Context: an optimization exercise on an open-source flow, tuned for small area, a short achievable clock period and few clock cycles per item. The choices shown serve that exercise and are no tape-out recipe. The RTL was checked by simulation tests, not by an equivalence proof against the original design. Power and IR drop assume default switching activity.

==> flow/design.v <==
module rom #(
    parameter   NUM_TAPS   = 8,
                COEFF_WIDTH = 8,
                FILE_NAME  = "fir_coeffs.mem"
)(
    input    [$clog2(NUM_TAPS)-1:0] addr,
    output reg  signed [COEFF_WIDTH-1:0] coeff
);
    reg signed [COEFF_WIDTH-1:0] memory [0:NUM_TAPS-1];
    initial begin
        $readmemh("fir_coeffs.mem", memory);
    end
    always @(*) begin
        coeff <= memory[addr];
    end
endmodule
module shift_register #(
    parameter   DATA_WIDTH = 8,
                NUM_TAPS   = 8
)(
    input                                    clk,
    input                                    rst,
    input                                    shift_en,
    input  signed [DATA_WIDTH-1:0]          data_in,
    output signed [NUM_TAPS*DATA_WIDTH-1:0] taps_out
);
    reg signed [DATA_WIDTH-1:0] reg_mem [0:NUM_TAPS-1];
    integer i;
    always @(posedge clk) begin
        if (rst) begin
            for (i = 0; i < NUM_TAPS; i = i + 1)
                reg_mem[i] <= {DATA_WIDTH{1'b0}};
        end else if (shift_en) begin
            for (i = NUM_TAPS-1; i > 0; i = i - 1)
                reg_mem[i] <= reg_mem[i-1];
            reg_mem[0] <= data_in;  
        end
    end
    genvar k;
    generate
        for (k = 0; k < NUM_TAPS; k = k + 1) begin : gen_taps_out
            assign taps_out[(k+1)*DATA_WIDTH-1 : k*DATA_WIDTH] = reg_mem[k];
        end
    endgenerate
endmodule
module mux_taps #(
    parameter   DATA_WIDTH = 8,
                NUM_TAPS   = 8
)(
    input    [NUM_TAPS*DATA_WIDTH-1:0] taps_in,
    input    [$clog2(NUM_TAPS)-1:0]    tap_index,
    output reg  signed [DATA_WIDTH-1:0]   data_out
);
    always @(*) begin
        data_out = taps_in[(tap_index+1)*DATA_WIDTH-1 -: DATA_WIDTH];
    end
endmodule
module mac #(
    parameter DW = 8,
    parameter CW = 8,
    parameter AW = DW + CW + 4
)(
    input  wire clk,
    input  wire rst,
    input  wire signed [DW-1:0] data_in,
    input  wire signed [CW-1:0] coeff_in,
    input  wire ps,
    input  wire l_acc,
    input  wire signed [AW-1:0] load_value,
    output reg  signed [AW-1:0] acc_out,
    output wire signed [AW-1:0] sum_out
);
    wire signed [DW+CW-1:0] product;
    assign product = data_in * coeff_in;
    wire signed [AW-1:0] product_ext;
    assign product_ext = {{(AW-(DW+CW)){product[DW+CW-1]}}, product};
    wire signed [AW-1:0] sum;
    assign sum = acc_out + product_ext;
    assign sum_out = sum;
    always @(posedge clk or posedge rst) begin
        if (rst)
            acc_out <= 0;
        else if (l_acc)
            acc_out <= 0;
        else if (ps)
            acc_out <= sum;
    end
endmodule
module fir_control #(
    parameter K = 8
  )(
    input  wire clk,
    input  wire rst,
    input  wire start,
    output reg  shift_en,
    output reg  acc_clear,
    output reg  mac_en,
    output reg  data_valid,
    output reg  [$clog2(K)-1:0] tap_index
  );
  localparam IDLE    = 3'd0;
  localparam CAPTURE = 3'd1;
  localparam SHIFT   = 3'd2;
  localparam PROCESS = 3'd3;
  localparam DONE    = 3'd4;
  reg [2:0] state, next_state;
  always @(posedge clk or posedge rst)
  begin
    if (rst)
      state <= IDLE;
    else
      state <= next_state;
  end
  always @(*)
  begin
    next_state = state;
    case (state)
      IDLE:
        if (start)
          next_state = CAPTURE;
      CAPTURE:
        next_state = SHIFT;
      SHIFT:
        next_state = PROCESS;
      PROCESS:
        if (tap_index == K-1)
          next_state = DONE;
      DONE:
        next_state = IDLE;
    endcase
  end
  always @(posedge clk or posedge rst)
  begin
    if (rst)
      tap_index <= 0;
    else
    begin
      case (state)
        CAPTURE: tap_index <= 0;
        PROCESS:
          if (tap_index < K-1)
            tap_index <= tap_index + 1;
        default: ;
      endcase
    end
  end
  always @(state)
  begin
    shift_en   = 1'b0;
    mac_en     = 1'b0;
    acc_clear  = 1'b0;
    data_valid = 1'b0;
    case (state)
      CAPTURE: acc_clear  = 1'b1;
      SHIFT:   shift_en   = 1'b1;
      PROCESS: mac_en     = 1'b1;
      DONE:    data_valid = 1'b1;
      default: ;
    endcase
  end
endmodule
module fir_datapath #(
    parameter K  = 8,
    parameter DW = 8,
    parameter CW = 8
)(
    input  wire clk,
    input  wire rst,
    input  wire shift_en,
    input  wire mac_en,
    input  wire acc_clear,
    input  wire [$clog2(K)-1:0] tap_index,
    input  wire signed [DW-1:0] x_in,
    output reg  signed [DW+CW+$clog2(K):0] y_out
);
    localparam PW = DW + CW;
    localparam AW = PW + $clog2(K) + 1;
    wire signed [K*DW-1:0] taps_bus;
    shift_register #(
        .DATA_WIDTH(DW),
        .NUM_TAPS  (K)
    ) u_shift_register (
        .clk      (clk),
        .rst      (rst),
        .shift_en (shift_en),
        .data_in  (x_in),
        .taps_out (taps_bus)
    );
    wire signed [DW-1:0] sample;
    mux_taps #(
        .DATA_WIDTH(DW),
        .NUM_TAPS  (K)
    ) u_mux_taps (
        .taps_in  (taps_bus),
        .tap_index(tap_index),
        .data_out (sample)
    );
    wire signed [CW-1:0] coeff_rom;
    rom #(
        .NUM_TAPS   (K),
        .COEFF_WIDTH(CW),
        .FILE_NAME  ("fir_coeffs.mem")
    ) u_rom (
        .addr (tap_index),
        .coeff(coeff_rom)
    );
    wire signed [AW-1:0] mac_out;
    wire signed [AW-1:0] mac_sum;
    mac #(
        .DW(DW),
        .CW(CW),
        .AW(AW)
    ) u_mac (
        .clk        (clk),
        .rst        (rst),
        .data_in    (sample),
        .coeff_in   (coeff_rom),
        .ps         (mac_en),      
        .l_acc      (acc_clear),   
        .load_value ({AW{1'b0}}),  
        .acc_out    (mac_out),
        .sum_out    (mac_sum)
    );
    always @(posedge clk or posedge rst) begin
        if (rst)
            y_out <= 0;
        else if (mac_en && (tap_index == K-1))
            y_out <= mac_sum;
    end
endmodule
module fir_top #(
    parameter K  = 8,
    parameter DW = 8,
    parameter CW = 8
)(
    input  wire clk,
    input  wire rst,
    input  wire start,
    input  wire signed [DW-1:0] x_in,
    output wire signed [DW+CW+$clog2(K):0] y_out,
    output wire data_valid
);
    wire shift_en;
    wire mac_en;
    wire acc_clear;
    wire [$clog2(K)-1:0] tap_index;
    fir_control #(
        .K(K)
    ) u_fir_control (
        .clk        (clk),
        .rst        (rst),
        .start      (start),
        .shift_en   (shift_en),
        .acc_clear  (acc_clear),
        .mac_en     (mac_en),
        .tap_index  (tap_index),
        .data_valid (data_valid)
    );
    fir_datapath #(
        .K (K),
        .DW(DW),
        .CW(CW)
    ) u_fir_datapath (
        .clk       (clk),
        .rst       (rst),
        .shift_en  (shift_en),
        .mac_en    (mac_en),
        .acc_clear (acc_clear),
        .x_in      (x_in),
        .tap_index (tap_index),
        .y_out     (y_out)
    );
endmodule
==> flow/constraint.sdc <==
create_clock -name core_clock -period 6.0 [get_ports {clk}]
set_input_delay 1.2000 -clock core_clock [delete_from_list [all_inputs] [get_ports {clk}]]
set_output_delay 1.2000 -clock core_clock [all_outputs]
set_load 0.01 [all_outputs]
==> flow/config.mk <==
export PLATFORM = sky130hd
export DESIGN_NAME = fir_top
export DESIGN_NICKNAME = fir_top
export VERILOG_FILES = /design/flow/design.v
export SDC_FILE = /design/flow/constraint.sdc
export NUM_CORES = 4
export LEC_CHECK = 0
export CAP_MARGIN = 20
export CORE_MARGIN = 2
export CORE_UTILIZATION = 40
export SLEW_MARGIN = 20
==> flow/fir_coeffs.mem <==
04
01
01
01
01
01
02
05
==> flow/run.sh <==
#!/bin/bash
# synth_recipe.tcl (not shown) runs the flow's synth.tcl, then flattens the netlist and writes it again
# the make line also repeats each setting of config.mk as NAME=value (left out here)
make -C /OpenROAD-flow-scripts/flow DESIGN_CONFIG=/design/flow/config.mk WORK_HOME=/design/flow/orfs CLKGATE_MAP_FILE= SYNTH_SCRIPT=/design/flow/synth_recipe.tcl finish
==> run_results.csv, run 1 <==
group,metric,value,unit
setup_path,path_class,"register to register",
route,drcViolationCount,0,
cells_and_area,fillers,1684,
route,viasPerCell,4.833,
cells_and_area,area_growth,14.10,%
synth,async_flop_share,0.4182,
synth,synthTopCellsByCount,"179 x nand2_1, 114 x inv_1, 78 x a21oi_1, 64 x dfxtp_1, 60 x ha_1",
setup_path,worstPathMaxFanout,10,
setup_path,crit_arrival,5.90,ns
cells_and_area,stdcell_area,7999,um2
global_routing,antenna_found_initial,0,
sta,finalSetupViolCount,0,
cells_and_area,drive_above_1_share,0.09341,
status,status,"timing/DRC/antenna clean",
power,ir_worst_vdd,0.0002152,V
synth,synth.avg_cell_area,8.709,um2
clocking,cts_tree,"done",
floorplanning,core,17240,um2
global_routing,grt_pass1_wl,24140,um
sta,final.min_clock_period,5.640,ns
clocking,clockBufferDepth,2,
cells_and_area,seq_area,2432,um2
synth,ys_ff_latch,110,
sta,hold_viol_final,0,
route,dr.pass1.iters,4,
route,drtIter0Drc,222,
synth,yosysWarnings,7,
synth,ys_types,54,
cells_and_area,final_util,0.4641,
sta,slew_viol_final,0,
clocking,htreeDepth,3,
power,p_leak,3.592,nW
cells_and_area,diodes,0,
sta,fin_skew,0.01485,ns
synth,synth_top_area_frac,0.1828,
synth,synth_cells,805,
floorplanning,num_rows,48,
clocking,numClockSinks,110,
floorplanning,io_pins,32,
synth,synth_area,7010,um2
clocking,cts_buffers,9,
synth,synth_area_leaders,"dfxtp_1 18%, dfrtp_1 16%, ha_1 11%, fa_1 10%, nand2_1 9.6%",
route,wl_per_cell,13.48,um
cells_and_area,multiInputGateArea,4053,um2
synth,syn_nets,911,
setup_path,end_kind,"register",
synth,synth_edf_count,0,
cells_and_area,final_nets,936,
place,io_buffer_count,31,
global_routing,grt_max_degree,66,
place,gp_congestion,0.8664,
synth,yosysMostFrequentCell,"nand2_1",
route,via_count,5123,
floorplanning,initial_core_util,0.4067,
clocking,root_buffer,"clkbuf_16",
flow_run,maxCapViolCount,0,
sta,post-route-period-util,0.9399,
global_routing,grt_pass1_vias,4901,
synth,synth-seq-area-share,0.3470,
clocking,clk_pin_slew,0.08,ns
synth,synth.largest_area_cell,"dfxtp_1",
floorplanning,die_w,136.4,um
power,powerDensity,392.6,nW/um2
setup_path,start_kind,"register",
setup_path,cp.required,6.26,ns
place,postPlaceCellArea,7594,um2
sta,worst_pin_slew,0.8994,ns
synth,yosys_most_used_dff,"dfxtp_1",
global_routing,track_usage,0.1653,
route,ant_nets,0,
sta,tns,0,ns
clocking,hold_buffers,0,
place,place_hpwl,10210,um
global_routing,overflow,0,
floorplanning,dieArea,18600,um2
sta,fmax,177.3,MHz
sta,rsz0062_at_grt,"no",
worst_hold_path,hold_path.class,"register to register",
route,drt_wl_total,14280,um
sta,max-slew-margin-rel,0.3989,
clocking,insertion_delay,0.36,ns
floorplanning,die_h,136.4,um
-- state kept, by name, summed over array words and instances (netlist names) --
signal                                   count
u_fir_datapath.y_out                        20
u_fir_datapath.u_mac.acc_out                20
u_fir_datapath.u_shift_register.reg_mem     64
u_fir_control.state                          3
u_fir_control.tap_index                      3
-- metrics by stage --
step	hold slack [ns]	setup slack [ns]	instances	power [mW]
floorplan	0.4331	0.1056	805	1.987
global placement	0.4403	0.1727	1043	2.422
detailed placement	0.4463	0.05158	1043	2.441
CTS	0.4576	0.03362	1059	3.133
global route	0.4858	0.006635	1060	3.422
finish	0.4549	0.3604	1060	3.140
-- layout by cell type, fill, tap and decap left out, types with 8 or more instances in the layout --
cell,instances
buf_4,20
nand3_1,11
nand2_1,179
nor2_1,31
dfrtp_1,46
xnor2_1,8
inv_1,111
ha_1,58
o22ai_1,10
a21oi_1,77
clkdlybuf4s50_1,30
dfxtp_1,64
xor2_1,10
a21o_1,8
clkbuf_16,9
fa_1,35
o21ai_0,23
mux4_2,13
-- layer usage --
metal | up-vias | track usage | share of wire
li1 | 2662 | - | -
met3 | 15 | 0.03095 | 0.021
met2 | 41 | 0.2627 | 0.47
met5 | - | 0 | 0
met4 | 0 | 0.05208 | 0.018
met1 | 2405 | 0.2281 | 0.50
-- critical path, cell delays in order, from the launching register on --
cell	delay [ns]
dfrtp_1	0.41
inv_1	0.07
ha_1	0.35
buf_4	0.19
buf_6	0.17
mux4_2	0.55
a22o_1	0.25
nand2_1	0.11
nor2_1	0.07
fa_1	0.46
ha_1	0.31
ha_1	0.28
inv_1	0.05
fa_1	0.52
inv_1	0.04
ha_1	0.32
o211ai_1	0.21
a21oi_2	0.08
o31ai_2	0.28
a31oi_1	0.14
a211oi_1	0.26
xnor3_1	0.28
o21ai_1	0.14
-- timing repair --
action / in CTS / in global routing
setup buffers: 0 / 1
endpoints found under the setup margin: 0 / 17
gates resized for setup: 0 / 15
-- path summary, 6_finish.rpt --
path | cells after the start | slack (ns) | startpoint | endpoint
hold / removal | 2 | 0.45 | u_fir_datapath.u_shift_register.reg_mem[7][2]$_SDFFE_PP0P_ | u_fir_datapath.u_shift_register.reg_mem[7][2]$_SDFFE_PP0P_
min in group asynchronous | 3 | 1.38 | rst | u_fir_control.tap_index[1]$_DFFE_PP0P_
max in group asynchronous | 3 | 4.09 | rst | u_fir_datapath.u_mac.acc_out[4]$_DFFE_PP0P_
setup reg to reg | 22 | 0.36 | u_fir_control.tap_index[0]$_DFFE_PP0P_ | u_fir_datapath.y_out[19]$_DFFE_PP0P_
hold reg to reg | 2 | 0.45 | u_fir_datapath.u_shift_register.reg_mem[7][2]$_SDFFE_PP0P_ | u_fir_datapath.u_shift_register.reg_mem[7][2]$_SDFFE_PP0P_
setup / recovery | 22 | 0.36 | u_fir_control.tap_index[0]$_DFFE_PP0P_ | u_fir_datapath.y_out[19]$_DFFE_PP0P_
-- area by class of cell --
| class | count | area share |
|---|---|---|
| clock buffer | 10 | 0.02988 |
| inverter | 114 | 0.05365 |
| tap | 225 | 0.03519 |
| sequential | 110 | 0.3041 |
| multi-input combinational | 543 | 0.5066 |
| clock inverter | 6 | 0.01220 |
| timing repair buffer | 52 | 0.05835 |
-- power by group --
group,internal [mW],total [mW],switching (mW)
sequential,0.878,0.963,0.0846
combinational,0.661,1.50,0.838
clock,0.385,0.678,0.293
-- cell families (layout without fill, tap and decap cells) --
logic type,Yosys count,count (layout),synth area share
xor gates and xnor gates,21,21,0.02927
buffers and inverters,152,182,0.08371
adders and majority gates,95,95,0.2070
AOI/OAI and AO/OA,157,157,0.1337
and+or+nand+nor,251,251,0.1481
muxes,19,19,0.05122
DFF,110,110,0.3470
Testbench counts, summed over its fixed seeds: cycles 96,000, items 8,000.
==> run 2, diff against run 1 <==
==> flow/design.v (replaced) <==
module fir_top #(
    parameter K  = 8,
    parameter DW = 8,
    parameter CW = 8
)(
    input  wire clk,
    input  wire rst,
    input  wire start,
    input  wire signed [DW-1:0] x_in,
    output wire signed [DW+CW+$clog2(K):0] y_out,
    output wire data_valid
);
    reg [7:0] u1, u2, u3, u4, u5, u6, u7;
    reg [11:0] p;
    reg [11:0] y;
    reg dv;
    wire [7:0]  u_in = {~x_in[7], x_in[6:0]};
    wire [11:0] psum = u1 + u2 + u3 + u4 + u5 + {u6, 1'b0} + {u7, 2'b00} + u7;
    wire [11:0] s    = {u_in, 2'b00} + p;
    wire ld = start & ~rst;
    wire hd = ~start & ~rst;
    always @(posedge clk) begin
        u1 <= ({8{ld}} & u_in) | ({8{hd}} & u1) | {rst, 7'b0};
        u2 <= ({8{ld}} & u1)   | ({8{hd}} & u2) | {rst, 7'b0};
        u3 <= ({8{ld}} & u2)   | ({8{hd}} & u3) | {rst, 7'b0};
        u4 <= ({8{ld}} & u3)   | ({8{hd}} & u4) | {rst, 7'b0};
        u5 <= ({8{ld}} & u4)   | ({8{hd}} & u5) | {rst, 7'b0};
        u6 <= ({8{ld}} & u5)   | ({8{hd}} & u6) | {rst, 7'b0};
        u7 <= ({8{ld}} & u6)   | ({8{hd}} & u7) | {rst, 7'b0};
    end
    always @(posedge clk) begin
        if (rst) p <= 12'd1536;
        else     p <= psum;
    end
    always @(posedge clk)
        y <= {~s[11], s[10:0]};
    always @(posedge clk or posedge rst) begin
        if (rst) dv <= 1'b0;
        else     dv <= start;
    end
    assign y_out = {{8{y[11]}}, y};
    assign data_valid = dv;
endmodule
removed: flow/fir_coeffs.mem
==> run 2 against run 1 <==
Wire length down 47%; final area down 34%; sequential power down 38%; total power down 54%; non-clock buffer count down 20; global-route usage down 3.1 points; final cell count down 41%; area after synthesis down 34%; utilization about the same; critical path depth down 8; sequential share of layout area up 0.56 points; largest cell class unchanged.
==> run_results.csv, run 2 <==
group,metric,value,unit
route,viasPerCell,4.556,
synth,synthTopCellsByCount,"93 x inv_1, 80 x dfxtp_1, 62 x nor2_1, 54 x mux2i_1, 47 x fa_1",
setup_path,reg2reg_slack,2.06,ns
sta,max-slew-margin-rel,0.3793,
route,drcViolationCount,0,
setup_path,r2r-start,"u1[3]$_DFF_P_",
power,p_leak,2.391,nW
flow_run,maxCapViolCount,0,
route,drt_wl_total,7503,um
route,dr.pass1.iters,4,
status,status,"timing/DRC/antenna clean",
route,wl_per_cell,11.99,um
power,powerDensity,272.5,nW/um2
clocking,cts_resized,0,
synth,synth_area,4594,um2
synth,synth_edf_count,0,
sta,post-route-period-util,0.6562,
setup_path,crit_arrival,4.14,ns
sta,worst_pin_slew,0.9311,ns
synth,async_flop_share,0.01235,
sta,timing.hold.ws,0.3261,ns
clocking,cts_tree,"done",
clocking,clockBufferDepth,2,
place,place_hpwl,5514,um
cells_and_area,diodes,0,
synth,ys_types,35,
setup_path,worstPathMaxFanout,3,
setup_path,cp.required,6.20,ns
route,drtIter0Drc,110,
sta,tns,0,ns
synth,synth.avg_cell_area,10.05,um2
global_routing,antenna_found_initial,0,
cells_and_area,final_nets,560,
synth,synth-seq-area-share,0.3540,
cells_and_area,fillers,1053,
sta,hold_viol_final,0,
sta,finalSetupViolCount,0,
clocking,numClockSinks,81,
synth,syn_nets,539,
worst_hold_path,hold_end,"y[0]$_DFF_P_",
clocking,clk_pin_slew,0.06,ns
route,ant_nets,0,
clocking,cts_buffers,9,
sta,slew_viol_final,0,
setup_path,start_kind,"register",
setup_path,ff2ff_path_depth,14,
synth,synth_cells,457,
worst_hold_path,holdPathStages,0,
cells_and_area,final_util,0.4640,
clocking,hold_buffers,0,
setup_path,end_kind,"register",
route,via_count,2852,
power,power,1.431,mW
floorplanning,initial_core_util,0.4058,
floorplanning,num_rows,39,
global_routing,grt_pass1_vias,2932,
cells_and_area,fin_cells,626,
global_routing,track_usage,0.1344,
synth,synth_top_area_frac,0.3486,
global_routing,grt_max_degree,62,
clocking,post-cts-setup-buffer-count,0,
place,gp_congestion,0.7806,
global_routing,overflow,0,
synth,synth.largest_area_cell,"dfxtp_1",
sta,final.min_clock_period,3.937,ns
sta,rsz0062_at_grt,"no",
worst_hold_path,min_from,"p[0]$_SDFF_PP0_",
cells_and_area,reg_top3,"p: 12 flops, y: 12 flops",
place,post-place-cells,610,
floorplanning,dieArea,12360,um2
synth,yosys_most_used_dff,"dfxtp_1",
synth,yosysWarnings,1,
setup_path,path_class,"register to register",
sta,fmax,254.0,MHz
clocking,htreeDepth,3,
clocking,insertion_delay,0.34,ns
worst_hold_path,hold_path.class,"register to register",
cells_and_area,drive_above_1_share,0.05176,
synth,synth_area_leaders,"dfxtp_1 35%, fa_1 20%, mux2i_1 12%, inv_1 7.6%, ha_1 6.5%",
place,io_buffer_count,31,
power,ir_worst_vdd,0.0002289,V
synth,ys_ff_latch,81,
sta,fin_skew,0.007146,ns
floorplanning,die_w,111.2,um
cells_and_area,mostFrequentLayoutCells,"93 x inv_1, 80 x dfxtp_1, 62 x nor2_1",
synth,yosysMostFrequentCell,"inv_1",
floorplanning,io_pins,32,
setup_path,r2r_end,"p[11]$_SDFF_PP0_",
cells_and_area,mostFrequentLayoutCell,"inv_1",
floorplanning,die_h,111.2,um
clocking,root_buffer,"clkbuf_16",
floorplanning,core,11320,um2
cells_and_area,area_growth,14.32,%
global_routing,grt_pass1_wl,13280,um
[run 2: where the power goes]
group	switching, mW	total (mW)	internal [mW]
combinational	0.142	0.292	0.150
sequential	0.0184	0.595	0.577
clock	0.213	0.544	0.332
total	0.373	1.43	1.06
[run 2: stage by stage]
step / area [um2] / setup WS, ns
final: 5253 / 2.063
after global routing: 5253 / 1.762
after CTS: 5253 / 2.036
after detailed placement: 4955 / 2.059
after global placement: 4955 / 2.072
after floorplan: 4594 / 2.210
[run 2: worst max-delay path, cell delays in order, from the launching register on]
cell and delay (ns):
dfxtp_1 0.33, fa_1 0.53, inv_1 0.05, fa_1 0.51
fa_1 0.52, fa_1 0.48, inv_1 0.07, ha_1 0.18
inv_1 0.06, fa_1 0.37, nor2b_1 0.21, o2111ai_1 0.16
nand4_1 0.15, a21o_1 0.12, a21oi_1 0.05
[run 2: worst max-delay path by stage]
stage,start,end,slack (ns),cells past startpoint
after floorplan,u1[4]$_DFF_P_,p[8]$_SDFF_PP0_,2.21,13
after global placement,u1[6]$_DFF_P_,p[10]$_SDFF_PP1_,2.07,14
after detailed placement,u1[3]$_DFF_P_,p[11]$_SDFF_PP0_,2.06,14
after CTS,u1[5]$_DFF_P_,p[11]$_SDFF_PP0_,2.04,14
after global routing,u1[4]$_DFF_P_,p[10]$_SDFF_PP1_,1.76,14
final,u1[3]$_DFF_P_,p[11]$_SDFF_PP0_,2.06,14
[run 2: layout make-up]
class / count / area [um2] / share of cell area
clock buffers: 11 / 242.7 / 0.04621
clock inverters: 5 / 55.05 / 0.01048
inverters: 94 / 352.8 / 0.06717
multi-input cells: 260 / 2486 / 0.4733
flip-flops and latches: 81 / 1627 / 0.3097
well taps: 143 / 178.9 / 0.03406
repair buffers: 32 / 310.3 / 0.05908
[run 2: cells by family after synthesis]
logic type                 after synthesis  synth area share
buffers and inverters                  116            0.1048
and+or+nand+nor                         97           0.09178
DFF                                     81            0.3540
adders and majority gates               71            0.2702
muxes                                   54            0.1176
AOI/OAI and AO/OA                       28           0.04249
xor gates and xnor gates                10           0.01906
[run 2: layer usage]
layer | vias up | GRT usage | wire length (um)
met5 | - | 0 | 0
met4 | 0 | 0.04938 | 138
li1 | 1445 | - | -
met3 | 10 | 0.03499 | 246
met2 | 36 | 0.2325 | 3902
met1 | 1361 | 0.1610 | 3215
Testbench counts of run 2, summed over its fixed seeds: cycles 16,000, items 8,000.

## re-timing with driven ports
The flow's constraints put no driver on any port. The routed layouts listed below were extracted and timed again, unchanged, in two steps.
Step 1: set_driving_cell puts a clkbuf_16 on clk and a buf_2 on each other input, an assumption about the parent block.
Step 2 adds t to the input delays and takes it off the output delays; t is the mean of the earliest and latest rising clock arrival at the registers after step 1. Input paths then give back, and output paths get back, about the clock's delay inside the block.
a / b / c = ideal / step 1 / step 2; a / b = the first two.
run	shift t [ns]	setup WS [ns]	worst setup path at the end	cell pins on the clock port's net
run 1	0.398	0.360 / 0.360 / 0.360	register to register	1
run 2	0.374	2.063 / 2.063 / 2.063	register to register	1
After both steps every run listed still meets setup and hold.
